Context: an optimization exercise on an open-source flow, tuned for small area and few clock cycles per item. The choices shown serve that exercise and are no tape-out recipe.
No functional check of the RTL was part of any run shown here.

==> flow/design.v, too long to show whole: its modules and the start of the top module <==
// module joinC: 15 lines
// module OEHB: 26 lines
// module mul_comb: 633 lines
// module fa_cell: 4 lines
// module ha_cell: 4 lines
// module mul_op: 22 lines
module mul_op #(parameter INPUTS = 2,
		parameter OUTPUTS = 1,
		parameter DATA_IN_SIZE = 32,
		parameter DATA_OUT_SIZE = 32)
		(
		input clk,
		input rst,
		input [INPUTS * (DATA_IN_SIZE)- 1 : 0]data_in_bus,
		input [INPUTS - 1 : 0]valid_in_bus,
		output [INPUTS - 1 : 0] ready_in_bus,
		output [OUTPUTS * (DATA_OUT_SIZE) - 1 : 0]data_out_bus,
		output [OUTPUTS - 1 : 0]valid_out_bus,
		input 	[OUTPUTS - 1 : 0] ready_out_bus
);
  // ...
==> flow/run.sh <==
#!/bin/bash
# synth_recipe.tcl (not shown) runs the flow's synth.tcl, then flattens the netlist and writes it again
# the make line also repeats each setting of config.mk as NAME=value (left out here)
make -C /OpenROAD-flow-scripts/flow DESIGN_CONFIG=/design/flow/config.mk WORK_HOME=/design/flow/orfs CLKGATE_MAP_FILE= SYNTH_SCRIPT=/design/flow/synth_recipe.tcl finish
==> flow/config.mk <==
export PLATFORM = sky130hd
export DESIGN_NAME = mul_op
export DESIGN_NICKNAME = mul_op
export VERILOG_FILES = /design/flow/design.v
export SDC_FILE = /design/flow/constraint.sdc
export NUM_CORES = 4
export LEC_CHECK = 0
export ABC_AREA = 1
export CAP_MARGIN = 0
export CORE_MARGIN = 2
export CORE_UTILIZATION = 65
export SLEW_MARGIN = 0
export SYNTH_HIERARCHICAL = 1
==> flow/constraint.sdc <==
create_clock -name core_clock -period 8.0 [get_ports {clk}]
set_input_delay 1.6000 -clock core_clock [delete_from_list [all_inputs] [get_ports {clk}]]
set_output_delay 1.6000 -clock core_clock [all_outputs]
set_load 0.01 [all_outputs]
==> results.yml, run 1 <==
die:
  rows: 50
finish:
  layout-drive-gt1-share_pct: 6.71
  fin_nets: 1889
  multi_input_area_um2: 10400
  sh_seq_area_pct: 7.02
  finalCoreUtilization_pct: 74.6
  syn2layout_area_growth_pct: 12.2
setup_path:
  rrSetupSlack_ns: 6.64
  max_stage_delay_ns: 0.69
synth:
  synth_fa_ha_area_share_pct: 35.9
  synth_cells: 1512
  ys_ff_latch: 33
grt:
  grtUsageMet1_pct: 51.7
  antenna_found_initial: 0
  grt_max_degree: 36
clock_network:
  post_cts_resized: 0
place:
  postPlaceCellArea_um2: 13900
status:
  status: "finished clean"
worst_hold_path:
  min_to: "oehb_buffer.valid_out_bus$_DFFE_PP0P_"
  hp-start: "oehb_buffer.valid_out_bus$_DFFE_PP0P_"
route:
  maxUsedRoutingLayer: "met4"
timing:
  fmax_ghz: 0.135
==> inputs of run 2 (changes only) <==
--- a/flow/design.v
+++ b/flow/design.v
@@ -665,17 +665,155 @@
   fa_cell us425 (.a(c367), .b(s368), .ci(s306), .s(s425), .co(c426));
   fa_cell us427 (.a(c369), .b(s370), .ci(s310), .s(s427), .co(c428));
   fa_cell us429 (.a(c371), .b(s372), .ci(s314), .s(s429), .co(c430));
   fa_cell us431 (.a(c373), .b(s374), .ci(s318), .s(s431), .co(c432));
   fa_cell us433 (.a(c375), .b(s376), .ci(s322), .s(s433), .co(c434));
   assign s435 = c377 ^ s378 ^ s325;
   assign x = {c434, c432, c430, c428, c426, c424, c422, c420, c418, c416, c414, c412, c410, c408, c406, c404, c402, c400, c398, c396, c394, c392, c390, c388, c386, c384, c382, c380, s379, pp0_2, pn0, pp0_0};
   assign y = {s435, s433, s431, s429, s427, s425, s423, s421, s419, s417, s415, s413, s411, s409, s407, s405, s403, s401, s399, s397, s395, s393, s391, s389, s387, s385, s383, s381, pp1_1, pp1_0, pp0_1, 1'b0};
-  assign p = x + y;
+  wire [31:0] g, t, cg, cp;
+  assign g = x & y;
+  assign t = x ^ y;
+  wire pg1 = g[1] | (t[1] & g[0]);
+  wire pp1 = t[1] & t[0];
+  wire pg2 = g[3] | (t[3] & g[2]);
+  wire pp2 = t[3] & t[2];
+  wire pg3 = g[5] | (t[5] & g[4]);
+  wire pp3 = t[5] & t[4];
+  wire pg4 = g[7] | (t[7] & g[6]);
+  wire pp4 = t[7] & t[6];
+  wire pg5 = g[9] | (t[9] & g[8]);
+  wire pp5 = t[9] & t[8];
+  wire pg6 = g[11] | (t[11] & g[10]);
+  wire pp6 = t[11] & t[10];
+  wire pg7 = g[13] | (t[13] & g[12]);
+  wire pp7 = t[13] & t[12];
+  wire pg8 = g[15] | (t[15] & g[14]);
+  wire pp8 = t[15] & t[14];
+  wire pg9 = g[17] | (t[17] & g[16]);
+  wire pp9 = t[17] & t[16];
+  wire pg10 = g[19] | (t[19] & g[18]);
+  wire pp10 = t[19] & t[18];
+  wire pg11 = g[21] | (t[21] & g[20]);
+  wire pp11 = t[21] & t[20];
+  wire pg12 = g[23] | (t[23] & g[22]);
+  wire pp12 = t[23] & t[22];
+  wire pg13 = g[25] | (t[25] & g[24]);
+  wire pp13 = t[25] & t[24];
+  wire pg14 = g[27] | (t[27] & g[26]);
+  wire pp14 = t[27] & t[26];
+  wire pg15 = g[29] | (t[29] & g[28]);
+  wire pp15 = t[29] & t[28];
+  wire pg16 = pg2 | (pp2 & pg1);
+  wire pp16 = pp2 & pp1;
+  wire pg17 = pg4 | (pp4 & pg3);
+  wire pp17 = pp4 & pp3;
+  wire pg18 = pg6 | (pp6 & pg5);
+  wire pp18 = pp6 & pp5;
+  wire pg19 = pg8 | (pp8 & pg7);
+  wire pp19 = pp8 & pp7;
+  wire pg20 = pg10 | (pp10 & pg9);
+  wire pp20 = pp10 & pp9;
+  wire pg21 = pg12 | (pp12 & pg11);
+  wire pp21 = pp12 & pp11;
+  wire pg22 = pg14 | (pp14 & pg13);
+  wire pp22 = pp14 & pp13;
+  wire pg23 = pg17 | (pp17 & pg16);
+  wire pp23 = pp17 & pp16;
+  wire pg24 = pg19 | (pp19 & pg18);
+  wire pp24 = pp19 & pp18;
+  wire pg25 = pg21 | (pp21 & pg20);
+  wire pp25 = pp21 & pp20;
+  wire pg26 = pg24 | (pp24 & pg23);
+  wire pp26 = pp24 & pp23;
+  wire pg27 = pg25 | (pp25 & pg26);
+  wire pp27 = pp25 & pp26;
+  wire pg28 = pg18 | (pp18 & pg23);
+  wire pp28 = pp18 & pp23;
+  wire pg29 = pg20 | (pp20 & pg26);
+  wire pp29 = pp20 & pp26;
+  wire pg30 = pg22 | (pp22 & pg27);
+  wire pp30 = pp22 & pp27;
+  wire pg31 = pg3 | (pp3 & pg16);
+  wire pp31 = pp3 & pp16;
+  wire pg32 = pg5 | (pp5 & pg23);
+  wire pp32 = pp5 & pp23;
+  wire pg33 = pg7 | (pp7 & pg28);
+  wire pp33 = pp7 & pp28;
+  wire pg34 = pg9 | (pp9 & pg26);
+  wire pp34 = pp9 & pp26;
+  wire pg35 = pg11 | (pp11 & pg29);
+  wire pp35 = pp11 & pp29;
+  wire pg36 = pg13 | (pp13 & pg27);
+  wire pp36 = pp13 & pp27;
+  wire pg37 = pg15 | (pp15 & pg30);
+  wire pp37 = pp15 & pp30;
+  wire pg38 = g[2] | (t[2] & pg1);
+  wire pp38 = t[2] & pp1;
+  wire pg39 = g[4] | (t[4] & pg16);
+  wire pp39 = t[4] & pp16;
+  wire pg40 = g[6] | (t[6] & pg31);
+  wire pp40 = t[6] & pp31;
+  wire pg41 = g[8] | (t[8] & pg23);
+  wire pp41 = t[8] & pp23;
+  wire pg42 = g[10] | (t[10] & pg32);
+  wire pp42 = t[10] & pp32;
+  wire pg43 = g[12] | (t[12] & pg28);
+  wire pp43 = t[12] & pp28;
+  wire pg44 = g[14] | (t[14] & pg33);
+  wire pp44 = t[14] & pp33;
+  wire pg45 = g[16] | (t[16] & pg26);
+  wire pp45 = t[16] & pp26;
+  wire pg46 = g[18] | (t[18] & pg34);
+  wire pp46 = t[18] & pp34;
+  wire pg47 = g[20] | (t[20] & pg29);
+  wire pp47 = t[20] & pp29;
+  wire pg48 = g[22] | (t[22] & pg35);
+  wire pp48 = t[22] & pp35;
+  wire pg49 = g[24] | (t[24] & pg27);
+  wire pp49 = t[24] & pp27;
+  wire pg50 = g[26] | (t[26] & pg36);
+  wire pp50 = t[26] & pp36;
+  wire pg51 = g[28] | (t[28] & pg30);
+  wire pp51 = t[28] & pp30;
+  wire pg52 = g[30] | (t[30] & pg37);
+  wire pp52 = t[30] & pp37;
+  assign p[0] = t[0];
+  assign p[1] = t[1] ^ g[0];
+  assign p[2] = t[2] ^ pg1;
+  assign p[3] = t[3] ^ pg38;
+  assign p[4] = t[4] ^ pg16;
+  assign p[5] = t[5] ^ pg39;
+  assign p[6] = t[6] ^ pg31;
+  assign p[7] = t[7] ^ pg40;
+  assign p[8] = t[8] ^ pg23;
+  assign p[9] = t[9] ^ pg41;
+  assign p[10] = t[10] ^ pg32;
+  assign p[11] = t[11] ^ pg42;
+  assign p[12] = t[12] ^ pg28;
+  assign p[13] = t[13] ^ pg43;
+  assign p[14] = t[14] ^ pg33;
+  assign p[15] = t[15] ^ pg44;
+  assign p[16] = t[16] ^ pg26;
+  assign p[17] = t[17] ^ pg45;
+  assign p[18] = t[18] ^ pg34;
+  assign p[19] = t[19] ^ pg46;
+  assign p[20] = t[20] ^ pg29;
+  assign p[21] = t[21] ^ pg47;
+  assign p[22] = t[22] ^ pg35;
+  assign p[23] = t[23] ^ pg48;
+  assign p[24] = t[24] ^ pg27;
+  assign p[25] = t[25] ^ pg49;
+  assign p[26] = t[26] ^ pg36;
+  assign p[27] = t[27] ^ pg50;
+  assign p[28] = t[28] ^ pg30;
+  assign p[29] = t[29] ^ pg51;
+  assign p[30] = t[30] ^ pg37;
+  assign p[31] = t[31] ^ pg52;
 endmodule
 module fa_cell (input a, input b, input ci, output s, output co);
   assign s = a ^ b ^ ci;
   assign co = (a & b) | (a & ci) | (b & ci);
 endmodule
 module ha_cell (input a, input b, output s, output co);
   assign s = a ^ b;
   assign co = a & b;
==> flow/config.mk (replaced) <==
export PLATFORM = sky130hd
export DESIGN_NAME = mul_op
export DESIGN_NICKNAME = mul_op
export VERILOG_FILES = /design/flow/design.v
export SDC_FILE = /design/flow/constraint.sdc
export NUM_CORES = 4
export LEC_CHECK = 0
export ABC_AREA = 1
export CAP_MARGIN = 20
export CORE_MARGIN = 2
export CORE_UTILIZATION = 40
export SLEW_MARGIN = 20
export SYNTH_HIERARCHICAL = 1
==> run 2 against run 1 <==
Net effect:
- clock skew is 0.0090 ns higher
- register-to-register slack worse by 0.16 ns
- sequential share of layout area is 0.61 points lower
- routed wire length is 1.3% higher
- flip-flop and latch count stayed put
- global-route usage is 13 points lower
- highest routed layer unchanged
- still clean
- setup slack worse by 0.29 ns
- synthesized cell count is 9.4% lower
==> results.yml, run 2 <==
synth:
  seq_area_frac_synth_pct: 8.17
  ys_ff_latch: 33
  yosysWarnings: 7
  yosysMostFrequentCell: "xor2_1"
  synth_cells: 1370
  syn-num-nets: 1693
  synth-async-reset-ratio_pct: 3.03
  synth-main-ff-cell: "edfxtp_1"
  synth_cell_types: 38
  yosysTopAreaCell: "fa_1"
  syn_area_per_cell_um2: 8.81
  synth_edf_count: 32
  netlist_area_um2: 12100
  synth.cells.most_frequent: "xor2_1 (258), o22ai_1 (238), fa_1 (211)"
  synth_top_area_share_pct: 35.0
  synth_area_leaders: "fa_1 (35%), xor2_1 (19%), o22ai_1 (12%), edfxtp_1 (8.0%), nand2_1 (5.3%)"
setup_path:
  startpoint: "data_in_bus[32]"
  crit_top_cell: "nand2_1"
  path_max_fanout: 12
  path_class: "in2reg"
  reg2reg_from: "oehb_buffer.valid_out_bus$_DFFE_PP0P_"
  max_stage_delay_ns: 0.60
  endpoint_kind: "register"
  cpMaxStageDelayCell: "fa_1"
  path_buf_inv: 8
  cp.arrival_ns: 7.76
  startpoint_type: "primary input"
  cp.required_ns: 8.07
  critPathTopFamily: "adder cells"
clock_network:
  clk-insertion-delay-late_ns: 0.30
  path_clk_slew_ns: 0.07
  htree_levels: 2
  cts_buffers: 5
  cts.sinks: 33
  clock_path_buffers: 2
  cts_hold_buf: 0
  cts_tree: "yes"
  cts-root-buf: "clkbuf_16"
route:
  routed_wl_um: 38600
  wl_per_cell_um: 19.3
  drc_errors: 0
  routed_via_density: 5.45
  drtAntennaViolNets: 0
  drt_first_pass_iters: 6
  route.vias.total: 10896
  dr.first_iter.drc_count: 778
place:
  dp_hpwl_um: 32500
  postPlaceCellArea_um2: 14900
  place.gp.congestion: 0.974
  dp.cells: 1989
  port-buffer-count: 103
finish:
  largest_reg_flops: 32
  layout_common_cells: "xor2_1 (252), buf_4 (226), o22ai_1 (222)"
  syn2layout_area_growth_pct: 27.6
  fin_area_um2: 15400
  final_common_cell: "xor2_1"
  fin_nets: 1931
  n_antenna_cell: 0
  layout-drive-gt1-share_pct: 20.6
  final_cells: 1999
die:
  start_util_pct: 40.7
  dieArea_um2: 31600
  die_y_um: 178
  num_io_pins: 104
  die_w_um: 178
  rows: 63
  core_area_um2: 29600
flow_run:
  drv_cap: 0
timing:
  drv_slew: 0
  worst-slew-pin-transition_ns: 1.01
  finalCritPeriodShare_pct: 96.1
  fmax_ghz: 0.130
  max_slew_margin_pct: 32.7
  rsz0062_at_grt: "false"
  min_period_ns: 7.69
  finalHoldViolations: 0
  setup_violations: 0
  skew_ns: 0.0141
worst_hold_path:
  worst_hold_path_type: "reg2reg"
  hp-start: "oehb_buffer.valid_out_bus$_DFFE_PP0P_"
grt:
  grt_pass1_vias: 11258
  grt_first_pass_wirelength_um: 60800
  grt_use_total_pct: 25.1
  grt_max_degree: 36
  antenna_found_initial: 0
  overflow: 0
status:
  status: "finished clean"
-- run 2: per-layer routing --
| metal | GRT usage (%) | wire [µm] |
|---|---|---|
| met1 | 31.8 | 15700 |
| met3 | 2.85 | 2070 |
| met4 | 11.9 | 1900 |
| met5 | 0 | 0 |
| met2 | 42.9 | 19000 |
-- run 2: through the flow --
step,utilization (%),worst slack [ns],hold slack (ns),TNS (ns)
2_1_floorplan,-,0.444,0.922,0
3_3_place_gp,50.3,-0.353,1.17,-0.353
3_5_place_dp,50.3,-0.456,1.22,-0.456
4_1_cts,50.8,0.00232,1.24,0
5_1_grt,51.9,0.00793,1.27,0
6_report,51.9,0.312,1.14,0
-- run 2: final cells by class --
| type | instances | area, µm² |
|---|---|---|
| fillers | 2805 | 14200 |
| inverters | 138 | 518 |
| clock buffers | 5 | 125 |
| repair buffers | 339 | 2890 |
| well taps | 390 | 488 |
| flip-flops and latches | 33 | 986 |
| clock inverters | 3 | 12.5 |
| multi-input cells | 1091 | 10400 |
-- run 2: Yosys stat by module, one instance, submodules excluded, excerpt --
module | copies in the design | flip-flops and latches | cells
fa_cell | 196 | 0 | 1
ha_cell | 14 | 0 | 1
mul_comb | 1 | 0 | 1116
-- run 2: timing repair --
| action | 4_1_cts | 5_1_grt |
|---|---|---|
| gates cloned | 0 | 0 |
| setup buffers | 1 | 1 |
| setup endpoints to repair | 1 | 1 |
| pin swaps | 3 | 34 |
| resized for setup | 4 | 70 |
-- run 2: cells by family after synthesis --
logic type | count (synthesis) | synth area share [%]
compound gates | 287 | 14.7
simple gates | 283 | 9.95
xor+xnor | 267 | 19.4
fa+ha+maj | 254 | 39.5
buf+inv | 246 | 8.25
flops | 33 | 8.17
-- run 2: path summary, 6_finish.rpt --
kind,end,slack [ns],cells after the start
min in group asynchronous,oehb_buffer.valid_out_bus$_DFFE_PP0P_,1.44,2
worst min-delay path,oehb_buffer.valid_out_bus$_DFFE_PP0P_,1.14,2
max in group asynchronous,oehb_buffer.valid_out_bus$_DFFE_PP0P_,6.47,2
worst max register to register,oehb_buffer.data_reg[7]$_DFFE_PP_,6.48,1
worst max-delay path,oehb_buffer.data_reg[31]$_DFFE_PP_,0.31,32
worst min register to register,oehb_buffer.valid_out_bus$_DFFE_PP0P_,1.14,2

[what the ideal ports hide]
How much do the figures lean on ideal ports? The routed layouts below were timed once more, with nothing changed but the port constraints.
Step 1 sets driving cells, clkbuf_16 on the clock port and buf_2 on the other inputs (assumed; they add their load-dependent delay and slew).
Step 2, shift: input delay + t, output delay - t, t = (earliest + latest rising clock arrival at the registers) / 2. This alone moves slack from input paths to output paths.
a / b / c = no drivers / after step 1 / after step 2; a / b = the first two.
run | t (ns) | setup WS [ns] | pins driven straight from the clock port
run 1 | 0.309 | 0.598 / 0.609 / 0.300 | 1
run 2 | 0.348 | 0.312 / 0.339 / -0.008 | 1
With both steps, setup timing fails in run 2, where it was met with ideal ports. For run 2, which loses most, drivers alone change the setup slack by +0.027 ns; drivers and shift together by -0.320 ns.
